This design comes from an exercise in tuning for small area, a short achievable clock period and few clock cycles per item on the open sky130 flow, not from production work. The RTL was checked by simulation tests, not by an equivalence proof against the original design. Power is estimated from default activity; no workload was simulated.

**flow/config.mk**
```make
export PLATFORM = sky130hd
export DESIGN_NAME = header_parser
export DESIGN_NICKNAME = header_parser
export VERILOG_FILES = /design/flow/design.v
export SDC_FILE = /design/flow/constraint.sdc
export NUM_CORES = 4
export LEC_CHECK = 0
export CAP_MARGIN = 20
export CORE_MARGIN = 2
export CORE_UTILIZATION = 25
export PLACE_DENSITY = 0.5
export SETUP_SLACK_MARGIN = 2.0
export SLEW_MARGIN = 20
```
**flow/constraint.sdc**
```tcl
create_clock -name core_clock -period 5.0 [get_ports {clk}]
set_input_delay 1.0000 -clock core_clock [delete_from_list [all_inputs] [get_ports {clk}]]
set_output_delay 1.0000 -clock core_clock [all_outputs]
set_load 0.01 [all_outputs]
```
**flow/design.v**
```verilog
module cycle_counter (
    input  logic        clk,
    input  logic        load,
    output logic [31:0] cycle_count
);
    always_ff @(posedge clk) begin
        if (load) cycle_count <= 32'd1;
        else      cycle_count <= cycle_count + 32'd1;
    end
endmodule
module filter_config (
    input  logic        clk,         
    input  logic        rst_n,       
    input  logic        cfg_we,      
    input  logic [3:0]  cfg_waddr,   
    input  logic [31:0] cfg_wdata,   
    input  logic [3:0]  cfg_raddr,   
    output logic [31:0] cfg_rdata,   
    output logic [47:0] local_mac,       
    output logic [15:0] ethertype,       
    output logic [7:0]  ip_protocol,     
    output logic [31:0] ip_base,         
    output logic [31:0] ip_mask,         
    output logic [15:0] udp_dst_port     
);
    logic [31:0] mac_lo;     
    logic [15:0] mac_hi;     
    always_ff @(posedge clk or negedge rst_n) begin
        if (!rst_n) begin
            mac_lo         <= 32'hDEADBEEF;   
            mac_hi         <= 16'hCAFE;       
            ethertype      <= 16'h0800;       
            ip_protocol    <= 8'h11;          
            ip_base        <= 32'h0A000100;   
            ip_mask        <= 32'hFFFFFFFC;   
            udp_dst_port   <= 16'd25565;      
        end else if (cfg_we) begin
            case (cfg_waddr)
                4'h0: mac_lo         <= cfg_wdata;            
                4'h1: mac_hi         <= cfg_wdata[15:0];      
                4'h2: ethertype      <= cfg_wdata[15:0];      
                4'h3: ip_protocol    <= cfg_wdata[7:0];       
                4'h4: ip_base        <= cfg_wdata;            
                4'h5: ip_mask        <= cfg_wdata;            
                4'h6: udp_dst_port   <= cfg_wdata[15:0];      
                default: ;                                    
            endcase
        end
    end
    logic [31:0] r01, r23, r45, r67, r03, r47;
    assign r01 = cfg_raddr[0] ? {16'h0, mac_hi} : mac_lo;
    assign r23 = cfg_raddr[0] ? {24'h0, ip_protocol} : {16'h0, ethertype};
    assign r45 = cfg_raddr[0] ? ip_mask : ip_base;
    assign r67 = cfg_raddr[0] ? 32'hDEADBEEF : {16'h0, udp_dst_port};
    assign r03 = cfg_raddr[1] ? r23 : r01;
    assign r47 = cfg_raddr[1] ? r67 : r45;
    assign cfg_rdata = cfg_raddr[3] ? 32'hDEADBEEF : (cfg_raddr[2] ? r47 : r03);
    assign local_mac = {mac_hi, mac_lo};
endmodule
module filter_core(
    input  logic         clk,
    input  logic         rst_n,
    input  logic [255:0] data,
    input  logic         cfg_we,
    input  logic [3:0]   cfg_waddr,
    input  logic [31:0]  cfg_wdata,
    input  logic [3:0]   cfg_raddr,
    output logic [31:0]  cfg_rdata,
    output logic         beat0_ok,
    output logic         beat1_ok
);
    logic [47:0] cfg_local_mac;
    logic [15:0] cfg_ethertype;
    logic [7:0]  cfg_ip_protocol;
    logic [31:0] cfg_ip_base;
    logic [31:0] cfg_ip_mask;
    logic [15:0] cfg_dest_port;
    filter_config my_configuration (
        .clk,
        .rst_n,
        .cfg_we,
        .cfg_waddr,
        .cfg_wdata,
        .cfg_raddr,
        .cfg_rdata,
        .local_mac(cfg_local_mac),
        .ethertype(cfg_ethertype),
        .ip_protocol(cfg_ip_protocol),
        .ip_base(cfg_ip_base),
        .ip_mask(cfg_ip_mask),
        .udp_dst_port(cfg_dest_port)
    );
    assign beat0_ok = (data[47:0]    == cfg_local_mac) &&                     
                      (data[111:96]  == cfg_ethertype) &&                     
                      (data[119:112] == 8'h54) &&                             
                      (data[191:184] == cfg_ip_protocol) &&                   
                      ((data[255:240] & cfg_ip_mask[15:0]) == cfg_ip_base[15:0]);  
    assign beat1_ok = ((data[15:0] & cfg_ip_mask[31:16]) == cfg_ip_base[31:16]) &&  
                      (data[47:32] == cfg_dest_port);                              
endmodule
module header_parser (
    input  logic         clk,
    input  logic         rst_n,
    input  logic  [0:255]  in_data,
    input  logic  [31:0]   in_keep,
    input  logic           in_valid,
    input  logic           in_last,
    output logic  [0:255]  out_data,
    output logic  [0:31]   out_keep,
    output logic           out_valid,
    output logic           out_last,
    output logic           timestamp_valid,
    output logic  [31:0]   timestamp,
    input  logic           out_ready,
    output logic           in_ready,
    input  logic           cfg_we,
    input  logic  [3:0]    cfg_waddr,
    input  logic  [31:0]   cfg_wdata,
    input  logic  [3:0]    cfg_raddr,
    output logic  [31:0]   cfg_rdata
);
    localparam [31:0] HEADER_KEEP = 32'h0000_03FF;    
    typedef enum logic [2:0] {
        IDLE,     
        HDR1,     
        SD,       
        STREAM,   
        DROP      
    } parse_state;
    parse_state state, state_next;
    logic free, pass, b1, sd;
    logic b0ok;    
    logic ov_q;    
    logic [255:0] d;
    assign d = in_data;
    logic beat0_ok, beat1_ok;
    filter_core my_filter_core (
        .clk,
        .rst_n,
        .data(d),
        .cfg_we,
        .cfg_waddr,
        .cfg_wdata,
        .cfg_raddr,
        .cfg_rdata,
        .beat0_ok,
        .beat1_ok
    );
    logic in_accept;
    assign in_accept = in_valid && in_ready;
    assign in_ready  = free || out_ready || (b1 && !b0ok) || (sd && !ov_q);
    assign out_valid = in_valid && (pass || (sd && ov_q) || (b1 && b0ok && beat1_ok && !in_last));
    assign out_data  = in_data;
    assign out_keep  = b1 ? (in_keep & ~HEADER_KEEP) : in_keep;
    assign out_last  = in_last;
    always_comb begin
        state_next = state;
        case (state)
            IDLE:    if (in_accept) state_next = in_last ? IDLE : HDR1;
            HDR1:    if (in_accept) state_next = in_last ? IDLE : SD;
            SD:      if (in_accept) state_next = in_last ? IDLE : (ov_q ? STREAM : DROP);
            default: if (in_accept && in_last) state_next = IDLE;
        endcase
    end
    always_ff @(posedge clk or negedge rst_n) begin
        if (!rst_n) begin
            state           <= IDLE;
            free            <= 1'b1;
            pass            <= 1'b0;
            b1              <= 1'b0;
            sd              <= 1'b0;
            timestamp_valid <= 1'b0;
        end else begin
            state           <= state_next;
            free            <= (state_next == IDLE) || (state_next == DROP);
            pass            <= (state_next == STREAM);
            b1              <= (state_next == HDR1);
            sd              <= (state_next == SD);
            timestamp_valid <= in_accept && in_last && ((state == STREAM) || (state == SD && ov_q));
        end
    end
    always_ff @(posedge clk) begin
        if (state == IDLE)
            b0ok <= beat0_ok;
        if (b1)
            ov_q <= out_valid;
    end
    cycle_counter timestamper (
        .clk,
        .load(in_accept && state == IDLE),
        .cycle_count(timestamp)
    );
endmodule
```
**flow/flow/run.sh**
```bash
#!/bin/bash
set -euo pipefail
cp standard.sh standard_sh.txt
export BUFFER_PORTS_ARGS="-buffer_cell sky130_fd_sc_hd__buf_1"
ARGS="IO_CONSTRAINTS=$PWD/flow/io.tcl"
bash standard.sh $ARGS synth > synth.log 2>&1
R=$PWD/orfs/results/$FLOW_PLATFORM/header_parser/base
cp $R/1_2_yosys.v standard_synth.v
python3 flow/rmux.py cut standard_synth.v cut.v ov > rmux_cut.log 2>&1
LIB=$FLOW_HOME/platforms/$FLOW_PLATFORM/lib/sky130_fd_sc_hd__tt_025C_1v80.lib \
IN=$PWD/cut.v OUT=$PWD/remapped.v TOP=$FLOW_TOP ABC_SCRIPT=$PWD/flow/remap.abc \
  yosys -c flow/remap.tcl > remap.log 2>&1
python3 flow/rmux.py add remapped.v final_synth.v ov > rmux_add.log 2>&1
cp final_synth.v $R/1_2_yosys.v
rm -f $R/1_synth.odb $R/1_synth.sdc
bash standard.sh $ARGS > standard.log 2>&1
```
**flow/flow/io.tcl**
```tcl
# Keep the configuration port, the timestamp and the clock and reset on one
# edge, so the registers they feed cluster there, and keep the read port together.
set_io_pin_constraint -region left:* -pin_names {cfg_raddr[0] cfg_raddr[1] cfg_raddr[2] cfg_raddr[3] cfg_rdata[0] cfg_rdata[1] cfg_rdata[2] cfg_rdata[3] cfg_rdata[4] cfg_rdata[5] cfg_rdata[6] cfg_rdata[7] cfg_rdata[8] cfg_rdata[9] cfg_rdata[10] cfg_rdata[11] cfg_rdata[12] cfg_rdata[13] cfg_rdata[14] cfg_rdata[15] cfg_rdata[16] cfg_rdata[17] cfg_rdata[18] cfg_rdata[19] cfg_rdata[20] cfg_rdata[21] cfg_rdata[22] cfg_rdata[23] cfg_rdata[24] cfg_rdata[25] cfg_rdata[26] cfg_rdata[27] cfg_rdata[28] cfg_rdata[29] cfg_rdata[30] cfg_rdata[31] cfg_we cfg_waddr[0] cfg_waddr[1] cfg_waddr[2] cfg_waddr[3] cfg_wdata[0] cfg_wdata[1] cfg_wdata[2] cfg_wdata[3] cfg_wdata[4] cfg_wdata[5] cfg_wdata[6] cfg_wdata[7] cfg_wdata[8] cfg_wdata[9] cfg_wdata[10] cfg_wdata[11] cfg_wdata[12] cfg_wdata[13] cfg_wdata[14] cfg_wdata[15] cfg_wdata[16] cfg_wdata[17] cfg_wdata[18] cfg_wdata[19] cfg_wdata[20] cfg_wdata[21] cfg_wdata[22] cfg_wdata[23] cfg_wdata[24] cfg_wdata[25] cfg_wdata[26] cfg_wdata[27] cfg_wdata[28] cfg_wdata[29] cfg_wdata[30] cfg_wdata[31] timestamp_valid timestamp[0] timestamp[1] timestamp[2] timestamp[3] timestamp[4] timestamp[5] timestamp[6] timestamp[7] timestamp[8] timestamp[9] timestamp[10] timestamp[11] timestamp[12] timestamp[13] timestamp[14] timestamp[15] timestamp[16] timestamp[17] timestamp[18] timestamp[19] timestamp[20] timestamp[21] timestamp[22] timestamp[23] timestamp[24] timestamp[25] timestamp[26] timestamp[27] timestamp[28] timestamp[29] timestamp[30] timestamp[31] clk rst_n}
set_io_pin_constraint -group -pin_names {cfg_raddr[0] cfg_raddr[1] cfg_raddr[2] cfg_raddr[3] cfg_rdata[0] cfg_rdata[1] cfg_rdata[2] cfg_rdata[3] cfg_rdata[4] cfg_rdata[5] cfg_rdata[6] cfg_rdata[7] cfg_rdata[8] cfg_rdata[9] cfg_rdata[10] cfg_rdata[11] cfg_rdata[12] cfg_rdata[13] cfg_rdata[14] cfg_rdata[15] cfg_rdata[16] cfg_rdata[17] cfg_rdata[18] cfg_rdata[19] cfg_rdata[20] cfg_rdata[21] cfg_rdata[22] cfg_rdata[23] cfg_rdata[24] cfg_rdata[25] cfg_rdata[26] cfg_rdata[27] cfg_rdata[28] cfg_rdata[29] cfg_rdata[30] cfg_rdata[31]}
```
**flow/flow/remap.abc**
```
strash
dch
map -a
```
**flow/flow/remap.tcl**
```tcl
# Re-map the combinational logic of the standard synthesis netlist with ABC
# (delay-targeted map, then sizing). Flip-flops are kept as they are: the
# flip-flop cells are read as black boxes, so their instances, names and
# types do not change. Run by yosys -c with LIB, IN and OUT in the environment.
yosys read_liberty -ignore_miss_func $::env(LIB)
yosys read_verilog $::env(IN)
yosys hierarchy -top $::env(TOP)
yosys blackbox sky130_fd_sc_hd__df* sky130_fd_sc_hd__edf* sky130_fd_sc_hd__sdf* sky130_fd_sc_hd__dl*
yosys flatten
# keep every flip-flop, also one whose output the cut logic no longer reads
yosys setattr -set keep 1 t:sky130_fd_sc_hd__df* t:sky130_fd_sc_hd__edf* t:sky130_fd_sc_hd__sdf*
yosys rename -hide w:_*_.*
yosys opt_clean
yosys cd $::env(TOP)
yosys abc -liberty $::env(LIB) -dont_use sky130_fd_sc_hd__probe_p_8 -dont_use sky130_fd_sc_hd__probec_p_8 -dont_use sky130_fd_sc_hd__lpflow_bleeder_1 -dont_use sky130_fd_sc_hd__lpflow_clkbufkapwr_1 -dont_use sky130_fd_sc_hd__lpflow_clkbufkapwr_16 -dont_use sky130_fd_sc_hd__lpflow_clkbufkapwr_2 -dont_use sky130_fd_sc_hd__lpflow_clkbufkapwr_4 -dont_use sky130_fd_sc_hd__lpflow_clkbufkapwr_8 -dont_use sky130_fd_sc_hd__lpflow_clkinvkapwr_1 -dont_use sky130_fd_sc_hd__lpflow_clkinvkapwr_16 -dont_use sky130_fd_sc_hd__lpflow_clkinvkapwr_2 -dont_use sky130_fd_sc_hd__lpflow_clkinvkapwr_4 -dont_use sky130_fd_sc_hd__lpflow_clkinvkapwr_8 -dont_use sky130_fd_sc_hd__lpflow_decapkapwr_12 -dont_use sky130_fd_sc_hd__lpflow_decapkapwr_3 -dont_use sky130_fd_sc_hd__lpflow_decapkapwr_4 -dont_use sky130_fd_sc_hd__lpflow_decapkapwr_6 -dont_use sky130_fd_sc_hd__lpflow_decapkapwr_8 -dont_use sky130_fd_sc_hd__lpflow_inputiso0n_1 -dont_use sky130_fd_sc_hd__lpflow_inputiso0p_1 -dont_use sky130_fd_sc_hd__lpflow_inputiso1n_1 -dont_use sky130_fd_sc_hd__lpflow_inputiso1p_1 -dont_use sky130_fd_sc_hd__lpflow_inputisolatch_1 -dont_use sky130_fd_sc_hd__lpflow_isobufsrc_1 -dont_use sky130_fd_sc_hd__lpflow_isobufsrc_16 -dont_use sky130_fd_sc_hd__lpflow_isobufsrc_2 -dont_use sky130_fd_sc_hd__lpflow_isobufsrc_4 -dont_use sky130_fd_sc_hd__lpflow_isobufsrc_8 -dont_use sky130_fd_sc_hd__lpflow_isobufsrckapwr_16 -dont_use sky130_fd_sc_hd__lpflow_lsbuf_lh_hl_isowell_tap_1 -dont_use sky130_fd_sc_hd__lpflow_lsbuf_lh_hl_isowell_tap_2 -dont_use sky130_fd_sc_hd__lpflow_lsbuf_lh_hl_isowell_tap_4 -dont_use sky130_fd_sc_hd__lpflow_lsbuf_lh_isowell_4 -dont_use sky130_fd_sc_hd__lpflow_lsbuf_lh_isowell_tap_1 -dont_use sky130_fd_sc_hd__lpflow_lsbuf_lh_isowell_tap_2 -dont_use sky130_fd_sc_hd__lpflow_lsbuf_lh_isowell_tap_4  -script $::env(ABC_SCRIPT)
yosys opt_clean -purge
yosys stat -liberty $::env(LIB)
yosys cd
yosys select $::env(TOP)
yosys write_verilog -noattr -selected $::env(OUT)
```
**flow/flow/rmux.py**
```python
#!/usr/bin/env python3
"""Replace the configuration read mux of a gate netlist by a hand-built one.

cut IN OUT [ov] : the cells that drive cfg_rdata now drive rmx_old instead, so the
             next synthesis step drops them as unused logic.
           With ov, the cell that drives out_valid is cut the same way, and a
           black-box placeholder drives out_valid until the add step.
add IN OUT [ov] [dup] : adds the read mux (and with ov the out_valid logic, the beat-1
             check), built from sky130 cells, driving cfg_rdata:
             a one-hot decode of cfg_raddr (one 4-input gate per register),
             then per bit AND-OR-INVERT gates (a22oi, sizable) of (select, register
             bit) pairs and a final NAND. Register bits are found as the Q nets of the
             flip-flops my_filter_core.my_configuration.<reg>[i].
"""
import re, sys

P = 'sky130_fd_sc_hd__'
DB = 0xDEADBEEF
# (address, register, width)
REGS = [(0, 'mac_lo', 32), (1, 'mac_hi', 16), (2, 'ethertype', 16), (3, 'ip_protocol', 8),
        (4, 'ip_base', 32), (5, 'ip_mask', 32), (6, 'udp_dst_port', 16)]


def cut(src, ov):
    head, sep, body = src.partition('  wire [31:0] cfg_rdata;\n')
    assert sep, 'cfg_rdata declaration not found'
    n = body.count('(cfg_rdata[')
    assert n == 32, f'expected 32 cfg_rdata drivers, found {n}'
    body = body.replace('(cfg_rdata[', '(rmx_old[')
    # out_valid: its driver now drives ovx_old; a black-box placeholder drives
    # out_valid (other logic may read it) until the add step replaces it
    if not ov:
        return head + sep + '  wire [31:0] rmx_old;\n' + body
    body, n = re.subn(r'\.([XY])\(out_valid\)', r'.\1(ovx_old)', body)
    assert n == 1, f'expected one out_valid driver, found {n}'
    body, sep2, tail = body.rpartition('endmodule')
    body += '  RMX_HOLD rmx_hold (.Y(out_valid));\n'
    tail += '\n(* blackbox *)\nmodule RMX_HOLD(Y);\n  output Y;\nendmodule\n'
    return head + sep + '  wire [31:0] rmx_old;\n  wire ovx_old;\n' + body + sep2 + tail


def add(src, ov, dup):
    q = {}
    for m in re.finditer(r'\n\s*' + P + r'\w*df\w+\s+\\my_filter_core\.my_configuration\.(\w+)\[(\d+)\]\S*\s*\((.*?)\);', src, re.S):
        qm = re.search(r'\.Q\(\s*(.*?)\s*\)', m.group(3), re.S)
        q[(m.group(1), int(m.group(2)))] = qm.group(1)
    for _, r, w in REGS:
        for i in range(w):
            assert (r, i) in q, f'no flip-flop for {r}[{i}]'
    cells, wires = [], []
    def net(n):
        wires.append(n)
        return n
    def cell(typ, pins):
        name = f'rmx_c{len(cells)}'
        conns = ', '.join(f'.{p}({n} )' if n.startswith('\\') else f'.{p}({n})' for p, n in pins)
        cells.append(f'  {P}{typ} {name} ({conns});\n')
    a = [f'cfg_raddr[{i}]' for i in range(4)]
    # one-hot decode, a3 must be 0 for addresses 0..6; with dup, one decoder
    # per byte of cfg_rdata, so each select drives at most 8 gates
    def decoder(g, ads):
        sel = {}
        def s_(k, typ, pins):
            sel[k] = net(f'rmx_g{g}_sel{k}')
            cell(typ, pins + [('X' if typ.startswith('and') else 'Y', sel[k])])
        if 0 in ads: s_(0, 'nor4_2', [('A', a[0]), ('B', a[1]), ('C', a[2]), ('D', a[3])])
        if 1 in ads: s_(1, 'nor4b_2', [('A', a[1]), ('B', a[2]), ('C', a[3]), ('D_N', a[0])])
        if 2 in ads: s_(2, 'nor4b_2', [('A', a[0]), ('B', a[2]), ('C', a[3]), ('D_N', a[1])])
        if 3 in ads: s_(3, 'and4bb_2', [('A_N', a[3]), ('B_N', a[2]), ('C', a[1]), ('D', a[0])])
        if 4 in ads: s_(4, 'nor4b_2', [('A', a[0]), ('B', a[1]), ('C', a[3]), ('D_N', a[2])])
        if 5 in ads: s_(5, 'and4bb_2', [('A_N', a[3]), ('B_N', a[1]), ('C', a[2]), ('D', a[0])])
        if 6 in ads: s_(6, 'and4bb_2', [('A_N', a[3]), ('B_N', a[0]), ('C', a[2]), ('D', a[1])])
        # high when the address reads the default value (7..15), and its inverse
        sel['d'] = net(f'rmx_g{g}_seld')
        cell('a31o_2', [('A1', a[2]), ('A2', a[1]), ('A3', a[0]), ('B1', a[3]), ('X', sel['d'])])
        sel['nd'] = net(f'rmx_g{g}_nseld')
        cell('a31oi_2', [('A1', a[2]), ('A2', a[1]), ('A3', a[0]), ('B1', a[3]), ('Y', sel['nd'])])
        return sel
    if dup:
        sels = [decoder(g, {ad for ad, r, w in REGS if 8 * g < w}) for g in range(4)]
    else:
        sels = [decoder(0, {ad for ad, r, w in REGS})] * 4
    for i in range(32):
        sel = sels[i // 8]
        seld, nseld = sel['d'], sel['nd']
        pairs = [(sel[ad], q[(r, i)]) for ad, r, w in REGS if i < w]
        db = (DB >> i) & 1
        parts = []
        # active-low partial sums: a22oi for two (select, bit) pairs; a left-over
        # pair takes the default term in an a21oi, or a nand2 without it
        while len(pairs) >= 2:
            (s0, q0), (s1, q1) = pairs[:2]
            pairs = pairs[2:]
            o = net(f'rmx_p{i}_{len(parts)}')
            cell('a22oi_1', [('A1', s0), ('A2', q0), ('B1', s1), ('B2', q1), ('Y', o)])
            parts.append(o)
        if pairs:
            (s0, q0), = pairs
            o = net(f'rmx_p{i}_{len(parts)}')
            if db:
                cell('a21oi_1', [('A1', s0), ('A2', q0), ('B1', seld), ('Y', o)])
                db = 0
            else:
                cell('nand2_1', [('A', s0), ('B', q0), ('Y', o)])
            parts.append(o)
        if db:
            parts.append(nseld)
        out = f'cfg_rdata[{i}]'
        if len(parts) == 1:
            cell('inv_1', [('A', parts[0]), ('Y', out)])
        else:
            typ = {2: 'nand2_1', 3: 'nand3_1', 4: 'nand4_1'}[len(parts)]
            cell(typ, [(p, n) for p, n in zip('ABCD', parts)] + [('Y', out)])
    # out_valid = in_valid & (pass [| sd & ov_q] | b1 [& b0ok] & !in_last & beat1_ok), with beat1_ok
    # the beat-1 check: ip bytes 32,33 ({d[15:8], d[7:0]} & ip_mask[31:16] ==
    # ip_base[31:16]) and the UDP port (d[47:32] == udp_dst_port); d[k] is
    # in_data[255-k]. Mismatch bits, then a NOR/NAND tree.
    def ffq(name):
        m = re.search(r'\n\s*' + P + r'\w*df\w+\s+\\' + re.escape(name) + r'\$\S*\s*\((.*?)\);', src, re.S)
        assert m, f'no flip-flop {name}'
        return re.search(r'\.Q\(\s*(.*?)\s*\)', m.group(1), re.S).group(1)
    if not ov:
        body, sep, tail = src.rpartition('endmodule')
        decl = ''.join(f'  wire {w};\n' for w in wires)
        return body + decl + ''.join(cells) + sep + tail
    qpass, qb1 = ffq('pass'), ffq('b1')
    mm = []
    for i in range(16):
        d = f'in_data[{255 - i}]'
        # mismatch = (d & mask) ^ base = xnor(nand(d, mask), base)
        x = net(f'ovx_x{i}'); cell('nand2_1', [('A', d), ('B', q[('ip_mask', 16 + i)]), ('Y', x)])
        m = net(f'ovx_m{i}'); cell('xnor2_1', [('A', x), ('B', q[('ip_base', 16 + i)]), ('Y', m)])
        mm.append(m)
    for i in range(16):
        d = f'in_data[{255 - 32 - i}]'
        m = net(f'ovx_m{16 + i}'); cell('xor2_1', [('A', d), ('B', q[('udp_dst_port', i)]), ('X', m)])
        mm.append(m)
    lvl, pol = mm, 1          # pol 1: signals are high on a mismatch
    n = 0
    while len(lvl) > 2:
        nxt = []
        for j in range(0, len(lvl), 2):
            o = net(f'ovx_t{n}'); n += 1
            cell('nor2_1' if pol else 'nand2_1', [('A', lvl[j]), ('B', lvl[j + 1]), ('Y', o)])
            nxt.append(o)
        lvl, pol = nxt, 1 - pol
    assert pol == 1 and len(lvl) == 2
    # low when the input beat is beat 1 and beat 0 passed (b0ok, if the
    # design keeps beat 0's verdict in its own flip-flop)
    b1n = net('ovx_b1n')
    if re.search(r'\n\s*' + P + r'\w*df\w+\s+\\b0ok\$', src):
        cell('nand2_1', [('A', qb1), ('B', ffq('b0ok')), ('Y', b1n)])
    else:
        cell('inv_1', [('A', qb1), ('Y', b1n)])
    t = net('ovx_t'); cell('nor4_2', [('A', b1n), ('B', 'in_last'), ('C', lvl[0]), ('D', lvl[1]), ('Y', t)])
    if re.search(r'\n\s*' + P + r'\w*df\w+\s+\\sd\$', src):
        # after beat 1, ov_q (beat 1 was sent) stands for pass until the next beat
        sdov = net('ovx_sdov'); cell('and2_1', [('A', ffq('sd')), ('B', ffq('ov_q')), ('X', sdov)])
        cell('o31a_2', [('A1', qpass), ('A2', sdov), ('A3', t), ('B1', 'in_valid'), ('X', 'out_valid')])
    else:
        cell('o21a_2', [('A1', qpass), ('A2', t), ('B1', 'in_valid'), ('X', 'out_valid')])
    src, nh = re.subn(r'\n\s*RMX_HOLD\s+\\?rmx_hold\s*\(.*?\);', '', src, flags=re.S)
    assert nh == 1, 'placeholder not found'
    body, sep, tail = src.rpartition('endmodule')
    assert sep
    decl = ''.join(f'  wire {w};\n' for w in wires)
    return body + decl + ''.join(cells) + sep + tail


if __name__ == '__main__':
    mode, fin, fout = sys.argv[1:4]
    ov = 'ov' in sys.argv[4:]      # also rebuild out_valid (no-stall design)
    dup = 'dup' in sys.argv[4:]    # one read-select decoder per byte
    src = open(fin).read()
    open(fout, 'w').write(cut(src, ov) if mode == 'cut' else add(src, ov, dup))
```
**flow/standard.sh**
```bash
#!/bin/bash
# synth_recipe.tcl (not shown) runs the flow's synth.tcl, then flattens the netlist and writes it again
# the make line also repeats each setting of config.mk as NAME=value (left out here)
make -C /OpenROAD-flow-scripts/flow DESIGN_CONFIG=/design/flow/config.mk WORK_HOME=/design/flow/orfs CLKGATE_MAP_FILE= SYNTH_SCRIPT=/design/flow/synth_recipe.tcl "${@:-finish}"
```
==> results of run 1 <==
## what timing repair did
action	CTS	global route
pin swaps	45	56
cloned	12	0
buffers inserted	18	18
endpoints found under the setup margin	41	42
resized for setup	208	100
## layout by cell type (no fill, tap or decap), drive strengths merged, types with 14 or more instances in the layout
| master | instances |
|---|---|
| dfrtp | 78 |
| clkinv | 98 |
| nand3 | 14 |
| nor2 | 149 |
| a21oi | 90 |
| clkbuf | 23 |
| nor3 | 29 |
| o21ai | 123 |
| dfstp | 82 |
| xor2 | 33 |
| xnor2 | 52 |
| a22oi | 68 |
| nand2 | 212 |
| nand4 | 30 |
| buf | 385 |
| dfxtp | 32 |
## worst max-delay path, stage by stage
cell	delay (ns)
buf_12	0.12
nor4b_4	0.32
buf_4	0.18
buf_12	0.14
a22oi_2	0.06
nand4_1	0.26
buf_2	0.20
## registers in the layout, indices dropped and copies added, names as in the netlist
name	cells
pass	1
timestamper.cycle_count	32
my_filter_core.my_configuration.ethertype	16
my_filter_core.my_configuration.ip_protocol	8
ov_q	1
my_filter_core.my_configuration.mac_hi	16
free	1
my_filter_core.my_configuration.ip_base	32
my_filter_core.my_configuration.udp_dst_port	16
sd	1
my_filter_core.my_configuration.mac_lo	32
timestamp_valid	1
b0ok	1
my_filter_core.my_configuration.ip_mask	32
state	3
b1	1
## stage by stage
stage,power (mW),cells
3_5_place_dp,3.731,1989
3_3_place_gp,3.727,1989
6_report,5.413,2074
2_1_floorplan,2.967,1138
5_1_grt,5.645,2069
4_1_cts,5.320,2051
## how the worst max path moves through the flow
stage                     to  slack [ns]  cells after the start
4_1_cts            out_valid        1.71                      9
5_1_grt            out_valid        1.69                     10
3_3_place_gp   cfg_rdata[27]        1.06                      5
3_5_place_dp    cfg_rdata[9]        1.04                      5
6_report       cfg_rdata[10]        1.72                      7
2_1_floorplan   cfg_rdata[0]        1.70                      3
## layer usage
layer  GRT usage, %  wire length, µm  up-vias
li1               -                -     4714
met1          40.25            25300     5187
met2          40.49            24500     1026
met3          16.73            10400      160
met4          15.59             3719       12
met5          7.976              440        -
## final cells by class
cell class / count / area share (%)
multi-input cells: 845 / 36.11
flip-flops and latches: 194 / 34.62
repair buffers: 386 / 17.28
well taps: 511 / 4.602
clock buffers: 22 / 3.881
inverters: 101 / 2.747
clock inverters: 10 / 0.6664
diodes: 5 / 0.09006
## where the power goes
group,internal [mW],switching (mW)
sequential,2.02,0.554
combinational,0.548,0.810
clock,0.792,0.694
total,3.36,2.06
==> out/qor.txt, run 1 <==
Worst R2R End = timestamper.cycle_count[31]
Worst-path clk slew = 0.08 ns
H-tree depth = 4
Starting Density = 25.48%
Final hold slack = 0.4281 ns
Worst setup slack after layout = 1.718 ns
Final Max Slew Viols = 0
R2R cell count = 25
Critical path arrival = 2.28 ns
Period utilization = 65.64%
Worst hold stages = 1
DR DRC count = 0
Initial DRC count = 1187
Congestion Overflow GR = 0
Gate Count Post-Synth = 1138
Pre-CTS setup slack = 1.042 ns
Die span in x = 200.2 µm
Crit path from = cfg_raddr[1]
Drt total wl = 64360 µm
Register area = 0.004810 mm²
Net count after synthesis = 1472
Root cell of the clock tree = clkbuf_16
Max Cap Violations = 0
RSZ-0062 raised after global routing = true
TritonCTS clock tree = done
Setup TNS = 0 ns
NumNets Final = 1879
Rel. slew slack = 40.63%
Share of cells above drive strength 1 = 23.62%
Num ports = 690
Final hold vios = 0
Worst hold-check path type = reg2reg
CTS buffer count = 17
Antenna-violating nets left = 0
CP Launch Type = input port
Post-DR vias/cell = 5.351
Fin area = 0.01389 mm²
Tmin final = 3.282 ns
Critical Path Fanout Max = 8
P&R area growth vs syn = 44.43%
Die ar. = 0.04006 mm²
Gr usage total = 31.07%
DR vias = 11100
Area of the multi-input gates = 0.005017 mm²
Area post-placement = 0.01166 mm²
Leakage = 5.362 nW
Max Buffers Root-to-Sink = 2
Hold-fix buffers, CTS = 0
Core ar. = 0.03776 mm²
Largest net degree at the start of global routing = 65
Critical Path RT = 4.00 ns
Final core utilization = 36.80%
Initial antenna violation count = 7
Post-synthesis cell area = 0.009619 mm²
I/O Buffers = 325
Crit end category = primary output
Yosys warns = 3
Reg-to-reg setup timing slack = 2.32 ns
Worst r2r src = timestamper.cycle_count[0]
Clk_skew = 0.01331 ns
Gpl congestion = 0.9553
DIE HEIGHT = 200.2 µm
Final setup violating endpoints = 0
WL per Instance = 31.03 µm
Clock latency on the worst-skew pair = 0.45 ns
Post-Synthesis Mean Instance Area = 8.453 µm²
Max Freq = 304.7 MHz
Std-Cell Rows = 71
Worst Hold End = timestamper.cycle_count[0]
Cell Pwr Density = 389.6 mW/mm²
Post-DP HPWL = 50050 µm
Critical path class = in2out
Clock tree sinks = 194
Status = no timing/DRC/antenna violations
Vias in the first global route = 10130
Global-route wire length before repair = 85430 µm
Max VDD drop = 0.2258 mV
Hold Startpoint = timestamper.cycle_count[0]
FILL cells = 3887
Slew at the pin closest to its max-slew limit = 0.8884 ns
First drt pass iteration count = 6
Testbench counts, summed over its fixed seeds: cycles 26,111, packets 2,400.
==> run 2, diff against run 1 <==
--- a/flow/config.mk
+++ b/flow/config.mk
@@ -11,3 +11,3 @@
 export PLACE_DENSITY = 0.5
-export SETUP_SLACK_MARGIN = 2.0
+export SETUP_SLACK_MARGIN = 1.3
 export SLEW_MARGIN = 20
==> run 2 against run 1 <==
Wire length fell by 8.1%. Utilization is 4.1 points lower. Fmax decreased by 9.3%. First-iteration DRC count grew 9.9%. Largest cell class is now flip-flops and latches.
==> out/qor.txt, run 2 <==
Status = no timing/DRC/antenna violations
Postcts setup bufs = 0 (-18)
Worst hold stages = 1 (unchanged)
Core ar. = 0.03776 mm² (unchanged)
Std-Cell Rows = 71 (unchanged)
Cell Pwr Density = 420.7 mW/mm² (+8.0%)
NetSw = 1.919 mW (-6.7%)
Gr usage total = 28.59% (-2.5 points)
Vias in the first global route = 9664 (-4.6%)
Clk_skew = 0.01490 ns (+0.001590 ns)
Die ar. = 0.04006 mm² (unchanged)
CP Cell Sequence = buf_1 -> nor4b_2 -> buf_4 -> a22oi_1 -> nand4_1 -> buf_1
Worst hold-check path type = reg2reg
Crit end category = primary output
Worst Hold End = timestamper.cycle_count[0]
Share of cells above drive strength 1 = 11.30% (-12 points)
Total power = 5.193 mW (-4.1%)
Initial antenna violation count = 1 (-6)
Reg-to-reg setup timing slack = 1.81 ns (-0.51 ns)
Num ports = 690 (unchanged)
Int Pwr = 3.274 mW (-2.4%)
CP Launch Type = input port
Fin area = 0.01234 mm² (-11%)
Placed cells = 1991 (+0.10%)
Post-DR vias/cell = 5.265 (-1.6%)
Max VDD drop = 0.2082 mV (-7.8%)
Post-synthesis cell area = 0.009619 mm² (unchanged)
Final core utilization = 32.69% (-4.1 points)
Post-DP HPWL = 48330 µm (-3.4%)
Crit-path most repeated cell = buf_1
Max Cap Violations = 0 (unchanged)
Slew at the pin closest to its max-slew limit = 0.7635 ns (-0.1249 ns)
CTS buffer count = 17 (unchanged)
Initial DRC count = 1304 (+9.9%)
Hold Startpoint = timestamper.cycle_count[0]
Critical path arrival = 2.62 ns (+0.34 ns)
Tmin final = 3.619 ns (+0.3371 ns)
Comb pwr share = 22.4% (-2.7 points)
Top delay family on crit path = buffers and inverters
Antenna-violating nets left = 0 (unchanged)
Switching Fraction = 36.95% (-1.1 points)
P&R area growth vs syn = 28.30%
Clock tree sinks = 194 (unchanged)
NumNets Final = 1834 (-2.4%)
Critical Path Fanout Max = 16 (+8)
Die span in x = 200.2 µm (unchanged)
Max Buffers Root-to-Sink = 2 (unchanged)
Congestion Overflow GR = 0 (unchanged)
Critical Path RT = 4.00 ns (about the same)
CP max stage cell = buf_1
Leakage = 4.627 nW (-14%)
Max Freq = 276.3 MHz (-9.3%)
Crit path buf inv count = 3 (-1)
Largest net degree at the start of global routing = 94 (+45%)
RSZ-0062 raised after global routing = false
Commonest non-fill, non-tap cells in the layout = buf_1, nand2_1, nor2_1
Worst r2r src = timestamper.cycle_count[0]
Final hold slack = 0.4385 ns (+0.01039 ns)
I/O Buffers = 325 (unchanged)
Worst R2R End = timestamper.cycle_count[31]
Area post-placement = 0.01166 mm² (about the same)
WL per Instance = 29.22 µm (-5.8%)
Net count after synthesis = 1472 (unchanged)
Clock latency on the worst-skew pair = 0.44 ns (about the same)
Drt total wl = 59140 µm (-8.1%)
DR DRC count = 0 (unchanged)
Gate Count Post-Synth = 1138 (unchanged)
Global-route wire length before repair = 79330 µm (-7.1%)
Worst-path clk slew = 0.08 ns (about the same)
Most common cell after layout, fill and taps aside = buf_1
Final setup violating endpoints = 0 (unchanged)
FILL cells = 4038 (+3.9%)
DIE HEIGHT = 200.2 µm (unchanged)
R2R cell count = 25 (unchanged)
Final hold vios = 0 (unchanged)
Setup TNS = 0 ns (unchanged)
Finished Layout Cells = 2024 (-2.4%)
Slowest stage delay, CP = 0.46 ns (+0.14 ns)
H-tree depth = 4 (unchanged)
Starting Density = 25.48% (unchanged)
DR vias = 10660 (-4.0%)
Yosys warns = 3 (unchanged)
Rel. slew slack = 49.10% (+8.5 points)
Gpl congestion = 1.011 (+5.8%)
Clock Power Share = 28.5% (+1.1 points)
Root cell of the clock tree = clkbuf_16
Seq pwr share = 49.1% (+1.6 points)
Period utilization = 72.38% (+6.7 points)
Post-Synthesis Mean Instance Area = 8.453 µm² (unchanged)
Critical path class = in2out
First drt pass iteration count = 6 (unchanged)
Pre-CTS setup slack = 1.199 ns (+0.1570 ns)
Worst setup slack after layout = 1.381 ns (-0.3371 ns)
N_diodes = 0 (-5)
TritonCTS clock tree = done
Final Max Slew Viols = 0 (unchanged)
-- run 2: cell type report --
cell class                 count  area, µm²  share of cell area, %
multi-input combinational    844       4507                  36.52
sequential                   194       4807                  38.95
tap                          511      639.4                  5.180
inverter                     101      379.1                  3.072
clock inverter                10      108.9                 0.8820
clock buffer                  22      528.0                  4.278
timing repair buffer         342       1373                  11.12
-- run 2: timing repair --
item / 4_1_cts / 5_1_grt
setup endpoints to repair: 12 / 9
resized for setup: 1 / 10
hold buffers: 0 / 0
cloned: 0 / 1
pin swaps: 0 / 1
-- run 2: metal layers --
| metal | part of all wire [%] | GRT usage (%) | vias to the layer above | wire length (µm) |
|---|---|---|---|---|
| met4 | 3.7 | 10.02 | 10 | 2162 |
| li1 | - | - | 4620 | - |
| met3 | 17 | 17.36 | 126 | 10000 |
| met1 | 41 | 38.29 | 4926 | 24420 |
| met2 | 37 | 36.17 | 974 | 22110 |
| met5 | 0.76 | 7.738 | - | 451 |
-- run 2: worst max path at each step --
stage | slack, ns | from | endpoint | depth (start not counted)
floorplan | 1.59 | cfg_we | my_filter_core.my_configuration.ip_mask[0] | 5
global placement | 1.30 | cfg_raddr[0] | cfg_rdata[13] | 5
detailed placement | 1.20 | cfg_raddr[0] | cfg_rdata[13] | 5
CTS | 1.35 | in_data[251] | out_valid | 10
global route | 1.28 | timestamper.cycle_count[0] | timestamper.cycle_count[27] | 22
finish | 1.38 | cfg_raddr[1] | cfg_rdata[4] | 6
-- run 2: power groups by stage --
stage	logic [mW]	clock network, mW	registers [mW]
detailed placement	1.15	0	2.54
global placement	1.13	0	2.57
global route	1.30	1.56	2.56
CTS	1.16	1.50	2.52
floorplan	0.694	0	2.27
finish	1.16	1.48	2.55
==> run 3, diff against run 2 <==
--- a/flow/config.mk
+++ b/flow/config.mk
@@ -11,3 +11,3 @@
 export PLACE_DENSITY = 0.5
-export SETUP_SLACK_MARGIN = 1.3
+export SETUP_SLACK_MARGIN = 1.8
 export SLEW_MARGIN = 20
==> run 3 against run 2 <==
Cell count up 1.7%. Via count increased by 3.7%. Clock power barely moved. Flip-flop and latch count unchanged. Hold slack better by 0.0040 ns. Setup slack better by 0.27 ns. Sequential share of layout area decreased by 3.0 points. Critical path depth is the same. Largest cell class unchanged.
==> out/qor.txt, run 3 <==
Slew at the pin closest to its max-slew limit = 0.9081 ns (+0.1446 ns)
Drt total wl = 63890 µm (+8.0%)
Num ports = 690 (unchanged)
WL per Instance = 31.03 µm (+6.2%)
Max Buffers Root-to-Sink = 2 (unchanged)
Initial DRC count = 1199 (-8.1%)
First drt pass iteration count = 5 (-1)
Final hold vios = 0 (unchanged)
Critical path class = in2out
Max VDD drop = 0.2325 mV (+12%)
Global-route wire length before repair = 84150 µm (+6.1%)
H-tree depth = 4 (unchanged)
CTS buffer count = 17 (unchanged)
Largest net degree at the start of global routing = 65 (-31%)
Initial antenna violation count = 7 (+6)
RSZ-0062 raised after global routing = true
Fin area = 0.01339 mm² (+8.5%)
Most common cell after layout, fill and taps aside = buf_1
R2R cell count = 25 (unchanged)
Worst-path clk slew = 0.08 ns (about the same)
Rel. slew slack = 39.32% (-9.8 points)
DIE HEIGHT = 200.2 µm (unchanged)
Worst Setup EP = cfg_rdata[6]
Critical Path RT = 4.00 ns (about the same)
P&R area growth vs syn = 39.17%
Post-DP HPWL = 50050 µm (+3.6%)
Clock tree sinks = 194 (unchanged)
Hold-fix buffers, CTS = 0 (unchanged)
Crit end category = primary output
DR vias = 11050 (+3.7%)
Net count after synthesis = 1472 (unchanged)
Cell Pwr Density = 399.0 mW/mm² (-5.2%)
Post-synthesis cell area = 0.009619 mm² (unchanged)
Tmin final = 3.351 ns (-0.2680 ns)
Yosys warns = 3 (unchanged)
Area post-placement = 0.01166 mm² (about the same)
Gate Count Post-Synth = 1138 (unchanged)
CP Launch Type = input port
Clk_skew = 0.01187 ns (-0.003030 ns)
Max Cap Violations = 0 (unchanged)
Core ar. = 0.03776 mm² (unchanged)
Worst r2r src = timestamper.cycle_count[0]
Die ar. = 0.04006 mm² (unchanged)
Period utilization = 67.02% (-5.4 points)
Congestion Overflow GR = 0 (unchanged)
Starting Density = 25.48% (unchanged)
Status = no timing/DRC/antenna violations
NumNets Final = 1864 (+1.6%)
Gpl congestion = 0.9553 (-5.5%)
Die span in x = 200.2 µm (unchanged)
Commonest non-fill, non-tap cells in the layout = buf_1, nand2_1, nor2_1
Critical path arrival = 2.35 ns (-0.27 ns)
Gr usage total = 30.63% (+2.0 points)
Worst hold-check path type = reg2reg
DR DRC count = 0 (unchanged)
Post-DR vias/cell = 5.367 (+1.9%)
Max Freq = 298.4 MHz (+8.0%)
Worst R2R End = timestamper.cycle_count[31]
Clock latency on the worst-skew pair = 0.45 ns (about the same)
TritonCTS clock tree = done
I/O Buffers = 325 (unchanged)
Std-Cell Rows = 71 (unchanged)
Share of cells above drive strength 1 = 19.90% (+8.6 points)
Critical Path Fanout Max = 18 (+2)
Crit path from = cfg_raddr[3]
Vias in the first global route = 9970 (+3.2%)
Reg-to-reg setup timing slack = 2.16 ns (+0.35 ns)
Leakage = 5.163 nW (+12%)
Antenna-violating nets left = 0 (unchanged)
Final Max Slew Viols = 0 (unchanged)
Final setup violating endpoints = 0 (unchanged)
Root cell of the clock tree = clkbuf_16
Post-Synthesis Mean Instance Area = 8.453 µm² (unchanged)
Setup TNS = 0 ns (unchanged)
-- run 3: how the worst min path moves through the flow --
| stage | startpoint | endpoint | slack (ns) | cells after the start |
|---|---|---|---|---|
| after floorplan | timestamper.cycle_count[0] | timestamper.cycle_count[0] | 0.44 | 1 |
| after global placement | timestamper.cycle_count[0] | timestamper.cycle_count[0] | 0.42 | 1 |
| after detailed placement | timestamper.cycle_count[0] | timestamper.cycle_count[0] | 0.43 | 1 |
| after CTS | timestamper.cycle_count[0] | timestamper.cycle_count[0] | 0.45 | 1 |
| after global routing | timestamper.cycle_count[0] | timestamper.cycle_count[0] | 0.46 | 1 |
| final | timestamper.cycle_count[0] | timestamper.cycle_count[0] | 0.44 | 1 |
-- run 3: cell type report --
class,instances,area [µm²]
diodes,5,12.51
clock buffers,22,539.3
clock inverters,10,92.59
fillers,3917,24370
inverters,101,379.1
multi-input cells,846,4806
flip-flops and latches,194,4807
well taps,511,639.4
repair buffers,370,2111
-- run 3: repair_timing --
item | in CTS | in global routing
pin swaps | 31 | 37
setup buffers | 9 | 12
hold endpoints to repair | 0 | 0
gates cloned | 7 | 5
resized for setup | 129 | 100
endpoints found under the setup margin | 35 | 43
-- run 3: power by group --
group / internal (mW) / leakage (nW) / total (mW) / switching [mW]
Combinational: 0.520 / 2.72 / 1.31 / 0.793
Clock: 0.792 / 0.315 / 1.48 / 0.690
Sequential: 2.01 / 2.12 / 2.55 / 0.533
Total: 3.32 / 5.16 / 5.34 / 2.02
-- run 3: layer usage --
| metal | vias to the layer above | global-route usage, % | routed length, µm |
|---|---|---|---|
| met2 | 1022 | 39.51 | 23990 |
| met4 | 12 | 14.93 | 3674 |
| met1 | 5168 | 39.75 | 25440 |
| li1 | 4688 | - | - |
| met5 | - | 8.333 | 469 |
| met3 | 160 | 17.12 | 10320 |
-- run 3: worst max-delay path, cell delays in order --
cell and delay [ns]:
buf_16 0.12, buf_4 0.15, a31o_4 0.31, a21oi_1 0.29, nand4_1 0.26, clkbuf_2 0.21
-- run 3: metrics by stage --
stage / util, % / setup slack [ns] / hold slack [ns] / power [mW] / instances
floorplan: - / 1.696 / 0.4351 / 2.967 / 1138
global placement: 30.89 / 1.059 / 0.4196 / 3.727 / 1989
detailed placement: 30.89 / 1.042 / 0.4275 / 3.731 / 1989
CTS: 34.11 / 1.711 / 0.4465 / 5.271 / 2037
global route: 35.42 / 1.660 / 0.4586 / 5.578 / 2054
finish: 35.46 / 1.649 / 0.4426 / 5.342 / 2059
==> run 4, diff against run 3 <==
--- a/flow/config.mk
+++ b/flow/config.mk
@@ -11,3 +11,3 @@
 export PLACE_DENSITY = 0.5
-export SETUP_SLACK_MARGIN = 1.8
+export SETUP_SLACK_MARGIN = 1.6
 export SLEW_MARGIN = 20
==> run 4 against run 3 <==
Combinational power fell by 9%. Non-clock buffer count fell by 30. Clock skew rose by 0.00069 ns. Critical endpoint is now out_valid. Largest power group unchanged.
==> out/qor.txt, run 4 <==
H-tree depth = 4 (unchanged)
Worst-path clk slew = 0.07 ns (about the same)
Area post-placement = 0.01163 mm² (-0.28%)
Clock tree sinks = 194 (unchanged)
Rel. slew slack = 42.36% (+3.0 points)
Worst hold-check path type = reg2reg
WL per Instance = 29.86 µm (-3.8%)
Cell Pwr Density = 419.2 mW/mm² (+5.1%)
Yosys warns = 3 (unchanged)
Critical path arrival = 2.39 ns (+0.04 ns)
Critical Path Fanout Max = 3 (-15)
Worst r2r src = timestamper.cycle_count[0]
Share of cells above drive strength 1 = 13.77% (-6.1 points)
Placed cells = 1987 (-0.10%)
Most common cell after layout, fill and taps aside = buf_1
Final hold slack = 0.4393 ns (-0.003300 ns)
DR vias = 10710 (-3.0%)
RSZ-0062 raised after global routing = false
Die ar. = 0.04006 mm² (unchanged)
First drt pass iteration count = 6 (+1)
Max Freq = 294.7 MHz (-1.2%)
Crit path from = in_data[212]
Die span in x = 200.2 µm (unchanged)
Starting Density = 25.48% (unchanged)
Final Max Slew Viols = 0 (unchanged)
DIE HEIGHT = 200.2 µm (unchanged)
Slew at the pin closest to its max-slew limit = 0.8647 ns (-0.04344 ns)
Setup TNS = 0 ns (unchanged)
Gate Count Post-Synth = 1138 (unchanged)
CTS buffer count = 17 (unchanged)
Global-route wire length before repair = 81320 µm (-3.4%)
Status = no timing/DRC/antenna violations
Drt total wl = 60380 µm (-5.5%)
Core ar. = 0.03776 mm² (unchanged)
DR DRC count = 0 (unchanged)
I/O Buffers = 325 (unchanged)
Initial DRC count = 1218 (+1.6%)
Crit end category = primary output
Hold Startpoint = timestamper.cycle_count[0]
Clk_skew = 0.01256 ns (+0.0006919 ns)
Period utilization = 67.87% (+0.85 points)
Num ports = 690 (unchanged)
Max Cap Violations = 0 (unchanged)
Final hold vios = 0 (unchanged)
Critical path class = in2out
Gpl congestion = 1.029 (+7.7%)
Initial antenna violation count = 2 (-5)
Max VDD drop = 0.2631 mV (+13%)
TritonCTS clock tree = done
Leakage = 4.700 nW (-9.0%)
Post-synthesis cell area = 0.009619 mm² (unchanged)
Max Buffers Root-to-Sink = 2 (unchanged)
Final setup violating endpoints = 0 (unchanged)
Tmin final = 3.394 ns (+0.04242 ns)
NumNets Final = 1832 (-1.7%)
CP Launch Type = input port
Net count after synthesis = 1472 (unchanged)
Antenna-violating nets left = 0 (unchanged)
Finished Layout Cells = 2022 (-1.8%)
Std-Cell Rows = 71 (unchanged)
Commonest non-fill, non-tap cells in the layout = buf_1, nand2_1, nor2_1
Clock latency on the worst-skew pair = 0.45 ns (about the same)
Largest net degree at the start of global routing = 71 (+9.2%)
Post-DR vias/cell = 5.299 (-1.3%)
Post-DP HPWL = 49310 µm (-1.5%)
Congestion Overflow GR = 0 (unchanged)
Post-Synthesis Mean Instance Area = 8.453 µm² (unchanged)
Fin area = 0.01243 mm² (-7.2%)
P&R area growth vs syn = 29.19%
Critical Path RT = 4.00 ns (about the same)
Root cell of the clock tree = clkbuf_16
Vias in the first global route = 9787 (-1.8%)
N_diodes = 0 (-5)
Gr usage total = 29.46% (-1.2 points)
==> run 4: metrics by stage <==
stage / util [%] / setup slack (ns) / power, mW
detailed placement: 30.81 / 1.247 / 3.713
global placement: 30.81 / 1.314 / 3.721
CTS: 32.59 / 1.612 / 5.161
floorplan: - / 1.696 / 2.967
global route: 32.91 / 1.601 / 5.442
finish: 32.91 / 1.606 / 5.210
==> run 4: area by class of cell <==
type	instances	area, µm²
clock buffer	25	561.8
clock inverter	7	53.80
fill	4009	25330
inverter	101	379.1
multi-input combinational	844	4563
sequential	194	4807
tap	511	639.4
timing repair buffer	340	1423
==> run 4: per-layer routing <==
metal / track usage [%] / share of wire (%) / up-vias
met1: 38.70 / 41 / 4985
met3: 18.37 / 17 / 140
li1: - / - / 4614
met4: 11.89 / 4.2 / 12
met5: 8.214 / 0.67 / -
met2: 37.09 / 37 / 963
==> run 4: worst max-delay path, stage by stage <==
cell	delay, ns
buf_2	0.18
xor2_2	0.26
nor2_1	0.11
nand2_1	0.14
nor2_4	0.05
nand2_1	0.11
nor4_2	0.05
o31a_2	0.34
buf_4	0.15
==> run 4: power breakdown <==
group	internal (mW)	switching [mW]
Clock	0.794	0.654
Sequential	2.01	0.558
Combinational	0.452	0.736
==> run 4: final timing paths <==
kind | slack [ns] | cells after the start | to
max reg2reg | 2.06 | 25 | timestamper.cycle_count[31]
max | 1.61 | 9 | out_valid
max in group asynchronous | 3.24 | 2 | my_filter_core.my_configuration.ip_base[25]
min reg2reg | 0.44 | 1 | timestamper.cycle_count[0]
min | 0.44 | 1 | timestamper.cycle_count[0]
min in group asynchronous | 0.65 | 1 | my_filter_core.my_configuration.udp_dst_port[5]
==> run 4: repair_timing <==
| action | CTS | global route |
|---|---|---|
| endpoints found under the setup margin | 33 | 23 |
| pin swaps | 1 | 14 |
| buffers inserted | 0 | 2 |
| gates cloned | 1 | 0 |
| hold buffers | 0 | 0 |
| resized for setup | 30 | 37 |
==> run 5, diff against run 4 <==
--- a/flow/config.mk
+++ b/flow/config.mk
@@ -10,2 +10,3 @@
 export CORE_UTILIZATION = 25
+export CTS_BUF_LIST = sky130_fd_sc_hd__clkbuf_8
 export PLACE_DENSITY = 0.5
==> run 5 against run 4 <==
Fmax is 1.1% lower. Via count is 0.49% lower. Flip-flop and latch count stayed put. Non-clock buffer count is 3 higher. Largest power group unchanged. Clock skew is 0.0038 ns higher. Cell count is 0.15% higher. First-iteration DRC count is 7.8% lower. Register-to-register slack hardly changed. Wire length hardly changed. Critical path depth stayed put.
==> out/qor.txt, run 5 <==
Max Freq = 291.4 MHz (-1.1%)
Yosys warns = 3 (unchanged)
Die span in x = 200.2 µm (unchanged)
Global-route wire length before repair = 81450 µm (+0.15%)
Critical path class = in2out
Area of the multi-input gates = 0.004556 mm² (-0.16%)
Critical Path RT = 4.00 ns (about the same)
Clock latency on the worst-skew pair = 0.49 ns (+0.04 ns)
Net count after synthesis = 1472 (unchanged)
Largest net degree at the start of global routing = 71 (unchanged)
Initial DRC count = 1123 (-7.8%)
Final core utilization = 32.51% (-0.40 points)
CTS buffer count = 17 (unchanged)
Post-Synthesis Mean Instance Area = 8.453 µm² (unchanged)
Max Buffers Root-to-Sink = 2 (unchanged)
Final hold vios = 0 (unchanged)
Critical path arrival = 2.43 ns (+0.04 ns)
FILL cells = 4028 (+0.47%)
Critical Path Fanout Max = 3 (unchanged)
DR vias = 10660 (-0.49%)
DIE HEIGHT = 200.2 µm (unchanged)
Final setup violating endpoints = 0 (unchanged)
Final Max Slew Viols = 0 (unchanged)
Post-DR vias/cell = 5.265 (-0.63%)
Std-Cell Rows = 71 (unchanged)
Gr usage total = 29.48% (about the same)
Starting Density = 25.48% (unchanged)
Area post-placement = 0.01163 mm² (unchanged)
First drt pass iteration count = 8 (+2)
Slew at the pin closest to its max-slew limit = 0.8634 ns (-0.001252 ns)
Max Cap Violations = 0 (unchanged)
Crit end category = primary output
Tmin final = 3.432 ns (+0.03860 ns)
DR DRC count = 0 (unchanged)
Congestion Overflow GR = 0 (unchanged)
Worst Hold End = timestamper.cycle_count[0]
NumNets Final = 1835 (+0.16%)
Commonest non-fill, non-tap cells in the layout = buf_1, nand2_1, nor2_1
Setup TNS = 0 ns (unchanged)
Status = no timing/DRC/antenna violations
Worst hold-check path type = reg2reg
Total power = 4.956 mW (-4.9%)
Register area = 0.004807 mm² (unchanged)
I/O Buffers = 325 (unchanged)
P&R area growth vs syn = 27.61%
Gate Count Post-Synth = 1138 (unchanged)
Initial antenna violation count = 2 (unchanged)
Share of cells above drive strength 1 = 13.87% (+0.10 points)
Rel. slew slack = 42.44% (+0.084 points)
Crit path from = in_data[212]
Period utilization = 68.64% (+0.77 points)
N_diodes = 0 (unchanged)
Vias in the first global route = 9764 (-0.24%)
Final hold slack = 0.4475 ns (+0.008195 ns)
Worst-path clk slew = 0.10 ns (+0.03 ns)
Cell Pwr Density = 403.7 mW/mm² (-3.7%)
Antenna-violating nets left = 0 (unchanged)
Fin area = 0.01228 mm² (-1.2%)
Worst hold stages = 1 (unchanged)
Gpl congestion = 1.029 (unchanged)
TritonCTS clock tree = done
Post-DP HPWL = 49310 µm (unchanged)
WL per Instance = 29.83 µm (about the same)
R2R cell count = 25 (unchanged)
Reg-to-reg setup timing slack = 2.05 ns (about the same)
Hold Startpoint = timestamper.cycle_count[0]
Num ports = 690 (unchanged)
Post-synthesis cell area = 0.009619 mm² (unchanged)
Worst r2r src = timestamper.cycle_count[0]
Leakage = 4.647 nW (-1.1%)
Root cell of the clock tree = clkbuf_8
H-tree depth = 4 (unchanged)
CP Launch Type = input port
RSZ-0062 raised after global routing = false
Most common cell after layout, fill and taps aside = buf_1
Die ar. = 0.04006 mm² (unchanged)
Clock tree sinks = 194 (unchanged)
Core ar. = 0.03776 mm² (unchanged)
Max VDD drop = 0.2362 mV (-10%)
Worst R2R End = timestamper.cycle_count[31]
Clk_skew = 0.01640 ns (+0.003839 ns)
Drt total wl = 60420 µm (about the same)
[run 5: worst max path at each step]
stage / to / depth (start not counted)
2_1_floorplan: cfg_rdata[0] / 3
5_1_grt: out_valid / 9
6_report: out_valid / 9
3_3_place_gp: cfg_rdata[11] / 5
4_1_cts: out_valid / 9
3_5_place_dp: cfg_rdata[13] / 5
[run 5: what timing repair did]
action	in CTS	in global routing
hold buffers	0	0
resized for setup	30	36
endpoints found under the hold margin	0	0
setup buffers	0	5
cloned	1	0
pin swaps	1	13
setup endpoints to repair	33	22
[run 5: stage by stage]
| step | std cells | worst slack, ns |
|---|---|---|
| 6_report | 2025 | 1.568 |
| 3_5_place_dp | 1987 | 1.247 |
| 5_1_grt | 2025 | 1.593 |
| 3_3_place_gp | 1987 | 1.314 |
| 2_1_floorplan | 1138 | 1.696 |
| 4_1_cts | 2020 | 1.612 |
[run 5: final cells by class]
cell class | instances | area share [%]
multi-input combinational | 844 | 37.11
sequential | 194 | 39.16
clock inverter | 15 | 1.753
tap | 511 | 5.208
inverter | 101 | 3.088
clock buffer | 17 | 1.906
timing repair buffer | 343 | 11.77
[run 5: where the power goes]
part           total [mW]  switching, mW  internal, mW
Sequential           2.55          0.538          2.01
Combinational        1.21          0.747         0.459
Clock                1.20          0.605         0.596
Total                4.96           1.89          3.07
[run 5: worst max-delay path, cell delays in order]
cell and delay (ns):
buf_2 0.16, xor2_1 0.31, nor2_1 0.12, nand2_1 0.14, nor2_4 0.05, nand2_1 0.11
nor4_2 0.05, o31a_2 0.34, buf_4 0.15
[run 5: metal layers]
layer	up-vias	global-route usage, %	routed length [µm]
met5	-	7.619	398
met4	12	10.69	2419
met2	958	37.93	22690
met1	4936	36.93	23430
met3	140	20.97	11480
li1	4616	-	-
==> run 6, diff against run 5 <==
--- a/flow/flow/run.sh
+++ b/flow/flow/run.sh
@@ -12,3 +12,3 @@
   yosys -c flow/remap.tcl > remap.log 2>&1
-python3 flow/rmux.py add remapped.v final_synth.v ov > rmux_add.log 2>&1
+python3 flow/rmux.py add remapped.v final_synth.v ov dup > rmux_add.log 2>&1
 cp final_synth.v $R/1_2_yosys.v
--- a/flow/flow/rmux.py
+++ b/flow/flow/rmux.py
@@ -65,9 +65,6 @@
             cell(typ, pins + [('X' if typ.startswith('and') else 'Y', sel[k])])
-        if 0 in ads: s_(0, 'nor4_2', [('A', a[0]), ('B', a[1]), ('C', a[2]), ('D', a[3])])
-        if 1 in ads: s_(1, 'nor4b_2', [('A', a[1]), ('B', a[2]), ('C', a[3]), ('D_N', a[0])])
-        if 2 in ads: s_(2, 'nor4b_2', [('A', a[0]), ('B', a[2]), ('C', a[3]), ('D_N', a[1])])
-        if 3 in ads: s_(3, 'and4bb_2', [('A_N', a[3]), ('B_N', a[2]), ('C', a[1]), ('D', a[0])])
-        if 4 in ads: s_(4, 'nor4b_2', [('A', a[0]), ('B', a[1]), ('C', a[3]), ('D_N', a[2])])
-        if 5 in ads: s_(5, 'and4bb_2', [('A_N', a[3]), ('B_N', a[1]), ('C', a[2]), ('D', a[0])])
-        if 6 in ads: s_(6, 'and4bb_2', [('A_N', a[3]), ('B_N', a[0]), ('C', a[2]), ('D', a[1])])
+        for k in sorted(ads):
+            # and4 of the address literals for address k (bit 3 must be 0)
+            lits = [a[j] if (k >> j) & 1 else na[j] for j in range(3)] + [na[3]]
+            s_(k, 'and4_2', [('A', lits[0]), ('B', lits[1]), ('C', lits[2]), ('D', lits[3])])
         # high when the address reads the default value (7..15), and its inverse
@@ -78,2 +75,5 @@
         return sel
+    na = [net(f'rmx_na{j}') for j in range(4)]
+    for j in range(4):
+        cell('inv_2', [('A', a[j]), ('Y', na[j])])
     if dup:
@@ -147,16 +147,16 @@
     assert pol == 1 and len(lvl) == 2
-    # low when the input beat is beat 1 and beat 0 passed (b0ok, if the
-    # design keeps beat 0's verdict in its own flip-flop)
-    b1n = net('ovx_b1n')
+    # out_valid = ivu | in_valid & b1ok & !in_last & !bad_a & !bad_b, where
+    # ivu = in_valid & (pass [| sd & ov_q]) and b1ok = b1 [& b0ok]; built as
+    # o31ai(w, bad_a, bad_b, !ivu) with w = !(b1ok & !in_last & in_valid)
+    b1ok = qb1
     if re.search(r'\n\s*' + P + r'\w*df\w+\s+\\b0ok\$', src):
-        cell('nand2_1', [('A', qb1), ('B', ffq('b0ok')), ('Y', b1n)])
-    else:
-        cell('inv_1', [('A', qb1), ('Y', b1n)])
-    t = net('ovx_t'); cell('nor4_2', [('A', b1n), ('B', 'in_last'), ('C', lvl[0]), ('D', lvl[1]), ('Y', t)])
+        b1ok = net('ovx_b1ok'); cell('and2_1', [('A', qb1), ('B', ffq('b0ok')), ('X', b1ok)])
+    u = qpass
     if re.search(r'\n\s*' + P + r'\w*df\w+\s+\\sd\$', src):
         # after beat 1, ov_q (beat 1 was sent) stands for pass until the next beat
-        sdov = net('ovx_sdov'); cell('and2_1', [('A', ffq('sd')), ('B', ffq('ov_q')), ('X', sdov)])
-        cell('o31a_2', [('A1', qpass), ('A2', sdov), ('A3', t), ('B1', 'in_valid'), ('X', 'out_valid')])
-    else:
-        cell('o21a_2', [('A1', qpass), ('A2', t), ('B1', 'in_valid'), ('X', 'out_valid')])
+        u = net('ovx_u'); cell('a21o_1', [('A1', ffq('sd')), ('A2', ffq('ov_q')), ('B1', qpass), ('X', u)])
+    nlast = net('ovx_nlast'); cell('inv_1', [('A', 'in_last'), ('Y', nlast)])
+    w = net('ovx_w'); cell('nand3_1', [('A', b1ok), ('B', nlast), ('C', 'in_valid'), ('Y', w)])
+    nivu = net('ovx_nivu'); cell('nand2_1', [('A', 'in_valid'), ('B', u), ('Y', nivu)])
+    cell('o31ai_2', [('A1', w), ('A2', lvl[0]), ('A3', lvl[1]), ('B1', nivu), ('Y', 'out_valid')])
     src, nh = re.subn(r'\n\s*RMX_HOLD\s+\\?rmx_hold\s*\(.*?\);', '', src, flags=re.S)
--- a/flow/config.mk
+++ b/flow/config.mk
@@ -10,3 +10,2 @@
 export CORE_UTILIZATION = 25
-export CTS_BUF_LIST = sky130_fd_sc_hd__clkbuf_8
 export PLACE_DENSITY = 0.5
==> run 6 against run 5 <==
Clock skew is 0.0014 ns lower. Highest routed layer unchanged. Setup slack gained 0.024 ns. Still clean. Clock power increased by 13%. Largest power group unchanged. Hold slack got worse by 0.020 ns. Synthesized area increased by 1.4%. Largest cell class unchanged. Wire length down 5.0%. Fmax increased by 0.71%. Sequential share of layout area decreased by 0.34 points. Cell count increased by 0.84%. Count of clock-buffer cells in the layout up 3. Utilization decreased by 0.40 points.
==> out/qor.txt, run 6 <==
Critical Path RT = 4.00 ns (about the same)
Post-DR vias/cell = 5.275 (+0.18%)
Max Buffers Root-to-Sink = 2 (unchanged)
NumNets Final = 1845 (+0.54%)
Net count after synthesis = 1492 (+1.4%)
Gpl congestion = 0.9965 (-3.1%)
WL per Instance = 28.12 µm (-5.8%)
Commonest non-fill, non-tap cells in the layout = buf_1, nand2_1, nor2_1
First drt pass iteration count = 7 (-1)
Gate Count Post-Synth = 1158 (+1.8%)
Core ar. = 0.03856 mm² (+2.1%)
Critical path arrival = 2.41 ns (-0.02 ns)
Final setup violating endpoints = 0 (unchanged)
Global-route wire length before repair = 77630 µm (-4.7%)
Initial antenna violation count = 0 (-2)
Placed cells = 2010 (+1.2%)
Largest net degree at the start of global routing = 81 (+14%)
Starting Density = 25.30% (-0.18 points)
N_diodes = 0 (unchanged)
Max Cap Violations = 0 (unchanged)
Post-Synthesis Mean Instance Area = 8.422 µm² (-0.36%)
RSZ-0062 raised after global routing = true
Tmin final = 3.408 ns (-0.02407 ns)
Postcts setup bufs = 0 (unchanged)
Final hold vios = 0 (unchanged)
Worst hold-check path type = reg2reg
Worst-path clk slew = 0.08 ns (-0.02 ns)
Cell Pwr Density = 405.7 mW/mm² (+0.48%)
DR vias = 10770 (+1.0%)
Final Max Slew Viols = 0 (unchanged)
CTS buffer count = 17 (unchanged)
Top delay family on crit path = simple AND/OR/NAND/NOR gates
DIE HEIGHT = 201.5 µm (+0.68%)
Post-synthesis cell area = 0.009753 mm² (+1.4%)
FILL cells = 4176 (+3.7%)
Total power = 5.023 mW (+1.4%)
Clk_skew = 0.01496 ns (-0.001439 ns)
Initial DRC count = 1536 (+37%)
Status = no timing/DRC/antenna violations
DR DRC count = 0 (unchanged)
Drt total wl = 57420 µm (-5.0%)
Antenna-violating nets left = 0 (unchanged)
Critical path class = in2out
Leakage = 4.705 nW (+1.3%)
Slowest stage delay, CP = 0.29 ns (-0.05 ns)
Max Freq = 293.4 MHz (+0.71%)
I/O Buffers = 325 (unchanged)
CP Cell Sequence = buf_2 -> xor2_1 -> nor2_1 -> nand2_1 -> nor2_1 -> nand2_2 -> o31ai_4 -> buf_2
Slew at the pin closest to its max-slew limit = 0.7630 ns (-0.1004 ns)
CP max stage cell = nor2_1
Clock tree sinks = 194 (unchanged)
Gr usage total = 27.65% (-1.8 points)
Clock latency on the worst-skew pair = 0.45 ns (-0.04 ns)
Worst setup slack after layout = 1.592 ns (+0.02407 ns)
Die span in x = 201.5 µm (+0.68%)
Max VDD drop = 0.2288 mV (-3.2%)
Crit path buf inv count = 2 (unchanged)
H-tree depth = 4 (unchanged)
TritonCTS clock tree = done
Yosys warns = 3 (unchanged)
Crit end category = primary output
Hold-fix buffers, CTS = 0 (unchanged)
Congestion Overflow GR = 0 (unchanged)
Setup TNS = 0 ns (unchanged)
Final hold slack = 0.4273 ns (-0.02015 ns)
Root cell of the clock tree = clkbuf_16
Pre-CTS setup slack = 1.348 ns (+0.1014 ns)
Post-DP HPWL = 47000 µm (-4.7%)
Share of cells above drive strength 1 = 13.52% (-0.35 points)
Vias in the first global route = 9606 (-1.6%)
Std-Cell Rows = 72 (+1.4%)
CP Launch Type = input port
P&R area growth vs syn = 26.95%
Die ar. = 0.04061 mm² (+1.4%)
Num ports = 690 (unchanged)
Finished Layout Cells = 2042 (+0.84%)
Critical Path Fanout Max = 3 (unchanged)
Period utilization = 68.16% (-0.48 points)
Rel. slew slack = 48.66% (+6.2 points)
Most common cell after layout, fill and taps aside = buf_1
==> run 6: worst paths after layout <==
check / end / from / slack (ns) / depth (start not counted)
hold reg to reg: timestamper.cycle_count[0] / timestamper.cycle_count[0] / 0.43 / 1
setup / recovery: out_valid / in_data[223] / 1.59 / 8
min in group asynchronous: my_filter_core.my_configuration.ip_base[18] / rst_n / 0.62 / 1
hold / removal: timestamper.cycle_count[0] / timestamper.cycle_count[0] / 0.43 / 1
setup reg to reg: timestamper.cycle_count[31] / timestamper.cycle_count[0] / 2.00 / 25
max in group asynchronous: my_filter_core.my_configuration.mac_hi[9] / rst_n / 3.42 / 2
==> run 6: area by class of cell <==
class / count / area [µm²] / area share [%]
clock inverter: 12 / 97.59 / 0.7882
multi-input combinational: 858 / 4621 / 37.32
timing repair buffer: 334 / 1344 / 10.85
sequential: 194 / 4807 / 38.82
inverter: 106 / 397.9 / 3.213
clock buffer: 20 / 466.7 / 3.769
tap: 518 / 648.1 / 5.234
==> run 6: layer usage <==
layer	GRT usage, %	part of all wire (%)
met5	5.833	0.55
met2	34.89	37
met1	38.26	42
met4	11.34	4.2
met3	14.22	16
==> run 6: where the power goes <==
group	switching, mW	internal, mW
Clock	0.671	0.690
Sequential	0.457	2.01
Combinational	0.744	0.450
==> run 6: through the flow <==
step	utilization [%]	area, µm²
finish	32.11	12380
global route	32.11	12380
detailed placement	30.42	11730
floorplan	-	9764
global placement	30.41	11730
CTS	31.93	12310
==> run 6: worst reg2reg max path, stage by stage (launching register included) <==
cell and delay, ns:
dfxtp_1 0.37, nand2_1 0.07, clkinv_1 0.07, nand2_1 0.05
clkinv_1 0.06, nand2_1 0.05, clkinv_1 0.07, nand2_1 0.07
nor2_1 0.16, nand2_1 0.10, nor2_1 0.18, nand2_1 0.09
clkinv_1 0.08, nand2_1 0.15, nor2_2 0.17, clkinv_1 0.11
nor2_1 0.20, inv_2 0.09, nor4_4 0.19, nand2_1 0.09
clkinv_1 0.08, nand2_1 0.05, clkinv_1 0.06, nand2_1 0.07
o21ai_0 0.15, a21oi_1 0.05
==> run 6: timing repair <==
action | 4_1_cts | 5_1_grt
setup endpoints to repair | 32 | 13
endpoints found under the hold margin | 0 | 0
pin swaps | 1 | 4
gates resized for setup | 13 | 29

Check on run 6: ideal ports give 1.592 ns setup slack; a clkbuf_16 on the clock port and buf_2 on the inputs give 1.572 ns; moving port delays by the midpoint clock arrival (0.489 ns) as well gives 1.572 ns.
